This is an optimization exercise on Yosys and OpenROAD, whose aim is small area, a short achievable clock period and few clock cycles per item, not a production implementation.

job 6651:
## Milestone1_convert
module Milestone1_convert (
	input  logic          Clock,
	input  logic          Resetn,
	input  logic          Enable,
	input  logic   [15:0] SRAM_read_data,
	input  logic          redo,
	output logic          SRAM_we_n,
	output logic   [17:0] SRAM_address,
	output logic   [15:0] SRAM_write_data,
	output logic          Finish
);
export LEC_CHECK = 0
export CAP_MARGIN = 20
export CORE_MARGIN = 2
export CORE_UTILIZATION = 40
export SLEW_MARGIN = 20
export SYNTH_HIERARCHICAL = 1
create_clock -name core_clock -period 14.0 [get_ports {Clock}]
standard.sh (not shown) runs the stock make flow with config.mk's settings and CLKGATE_MAP_FILE= SYNTH_SCRIPT=/design/flow/synth_recipe.tcl, a recipe that flattens the netlist after the stock synthesis.
==> flow/flow/run.sh <==
#!/bin/bash
# Standard ORFS layout (standard.sh) with these changes in how it is made:
#  - the port buffers are buf_4 cells instead of the buffer ORFS picks
#  - clock tree: larger sink clusters, no dummy loads
#  - timing repair aims at a setup margin below the design's clock period
# The SDC, clock period and I/O constraints are the standard flow's, unchanged.
set -euo pipefail
bash standard.sh SETUP_SLACK_MARGIN=10.0 \
  "BUFFER_PORTS_ARGS=-buffer_cell sky130_fd_sc_hd__buf_4" \
  "CTS_ARGS=-sink_clustering_enable -repair_clock_nets -sink_clustering_size 36 -sink_clustering_max_diameter 70 -dont_use_dummy_load" \
  finish > orfs_make.log 2>&1
Inputs modified between job 6651 and job 2666:
--- a/flow/design.v
+++ b/flow/design.v
@@ -108,25 +108,25 @@
 logic [17:0] rgb_addr;      
 logic [1:0]  tag_a, tag_b, tag_c;    
 logic [2:0]  kind_a, kind_b;         
 logic        c_even, c_isb, c_firv, c_ldv, c_ldu, c_ph2;
 logic [2:0]  c_kind;
 logic [2:0]  c_ins_u, c_ins_v;
 logic [7:0]  y_lo;                  
 logic [7:0]  y_sel;                 
 logic [15:0] hu, hv;
 logic [7:0]  su [0:5];
 logic [7:0]  sv [0:5];
 logic [8:0]  up_reg, vp_reg;        
-logic [7:0]  b0_save, g1_save;
+logic [7:0]  b0_save;
 function automatic logic [11:0] succ(input logic [3:0] p, input logic [7:0] kk);
 	logic [3:0] p2;
 	logic [7:0] k2;
 	p2 = p + 4'd1;
 	k2 = kk;
 	if (p == 4'd4) begin
 		if (kk == 8'd159) p2 = 4'd5;
 		else begin p2 = 4'd0; k2 = kk + 8'd1; end
 	end else if (p == 4'd10) begin
 		p2 = 4'd0; k2 = 8'd0;
 	end
 	succ = {p2, k2};
@@ -292,34 +292,33 @@
 end
 logic [7:0]  ta, tb, tc, td, te, tf;
 assign ta = c_firv ? sv[0] : su[0];
 assign tb = c_firv ? sv[1] : su[1];
 assign tc = c_firv ? sv[2] : su[2];
 assign td = c_firv ? sv[3] : su[3];
 assign te = c_firv ? sv[4] : su[4];
 assign tf = c_firv ? sv[5] : su[5];
 logic [8:0]  t_af, t_be, t_cd;
 assign t_af = {1'b0, ta} + {1'b0, tf};
 assign t_be = {1'b0, tb} + {1'b0, te};
 assign t_cd = {1'b0, tc} + {1'b0, td};
-logic [8:0]  f_p1, f_np2, f_p3, f_np3;
+logic [8:0]  f_p1, f_np2, f_p3;
 always_ff @(posedge Clock) begin
 	f_p1  <= t_af;
 	f_np2 <= ~t_be;
 	f_p3  <= t_cd;
-	f_np3 <= ~t_cd;
 end
 logic [8:0] fm_a, fm_b, g_a, g_b;
 logic       fm_c, g_c;
-fir_sum u_fir (.p1(f_p1), .np2(f_np2), .p3(f_p3), .np3(f_np3), .ha(fm_a), .hb(fm_b), .c(fm_c));
+fir_sum u_fir (.p1(f_p1), .np2(f_np2), .p3(f_p3), .np3(~f_p3), .ha(fm_a), .hb(fm_b), .c(fm_c));
 always_ff @(posedge Clock) begin
 	g_a <= fm_a;
 	g_b <= fm_b;
 	g_c <= fm_c;
 end
 logic [8:0] fw;
 assign fw = g_a + g_b + {8'd0, g_c};
 always_ff @(posedge Clock) begin
 	if (c_ldv) vp_reg <= fw;
 	if (c_ldu) up_reg <= fw;
 end
 logic [8:0]  su9, sv9;
@@ -360,28 +359,27 @@
 	clip = s[10] ? 8'd0 : (|s[9:8]) ? 8'd255 : s[7:0];
 endfunction
 logic [10:0] s_x, s_g;
 assign s_x = q_xa + q_xb + {10'd0, q_xc};
 assign s_g = q_ga + q_gb + {10'd0, q_gc};
 logic [7:0] x8, g8;
 assign x8 = clip(s_x);
 assign g8 = clip(s_g);
 always_ff @(posedge Clock) begin
 	case (kind_b)
 	K_RG0:   SRAM_write_data <= {x8, g8};
 	K_RG1:   SRAM_write_data <= {b0_save, x8};
-	default: SRAM_write_data <= {g1_save, x8};
+	default: SRAM_write_data <= {g8, x8};
 	endcase
 	if (kind_b == K_B0)  b0_save <= x8;
-	if (kind_b == K_RG1) g1_save <= g8;
 end
 endmodule
 module yt_part(input wire [7:0] y, output wire [13:0] lo, output wire c, output wire [10:0] hi);
 wire [7:0] ny = ~y;
 wire yp_1, yp_2;
 csa_ha yp_1_h (.a(ny[0]), .b(y[3]), .s(yp_1), .co(yp_2));
 wire yp_3, yp_4;
 csa_ha yp_3_h (.a(ny[1]), .b(y[4]), .s(yp_3), .co(yp_4));
 wire yp_5, yp_6;
 csa_ha yp_5_h (.a(ny[2]), .b(y[5]), .s(yp_5), .co(yp_6));
 wire yp_7, yp_8;
 csa_ha yp_7_h (.a(ny[0]), .b(y[2]), .s(yp_7), .co(yp_8));
[summary]
Summary of job 2666 over job 6651: worst setup margin went down by 0.014 ns; post-synthesis instance area went down by 1.5%; number of nets in the finished design was more or less identical; flip-flop and latch count went down by 3.6%. Job 2666 vs job 6651, instance count: job 2666 lower.
Function was not checked in any run of this note: the RTL went through the layout flow alone.

-- afterwards: timing with drivers on the ports --
Ports are ideal in the flow. The routed layouts listed here were re-timed in OpenROAD.
Step 1: set_driving_cell puts a clkbuf_16 on Clock and a buf_2 on each other input, an assumption about the parent block.
Step 2, shift: input delay + t, output delay - t, t = (earliest + latest rising clock arrival at the registers) / 2. This alone moves slack from input paths to output paths.
Slacks: ideal ports / drivers / drivers and shift; pairs: ideal ports / drivers.
run | t, ns | setup WS [ns] | hold WS [ns] | worst slew at a driven data input, ns | pins driven straight from the clock port
job 6651 | 0.595 | 10.074 / 10.022 / 10.306 | 0.330 / 0.330 / 0.330 | 0.08 | 1
job 2666 | 0.609 | 10.061 / 10.005 / 10.348 | 0.339 / 0.339 / 0.339 | 0.07 | 1
After both steps every run listed still meets setup and hold.
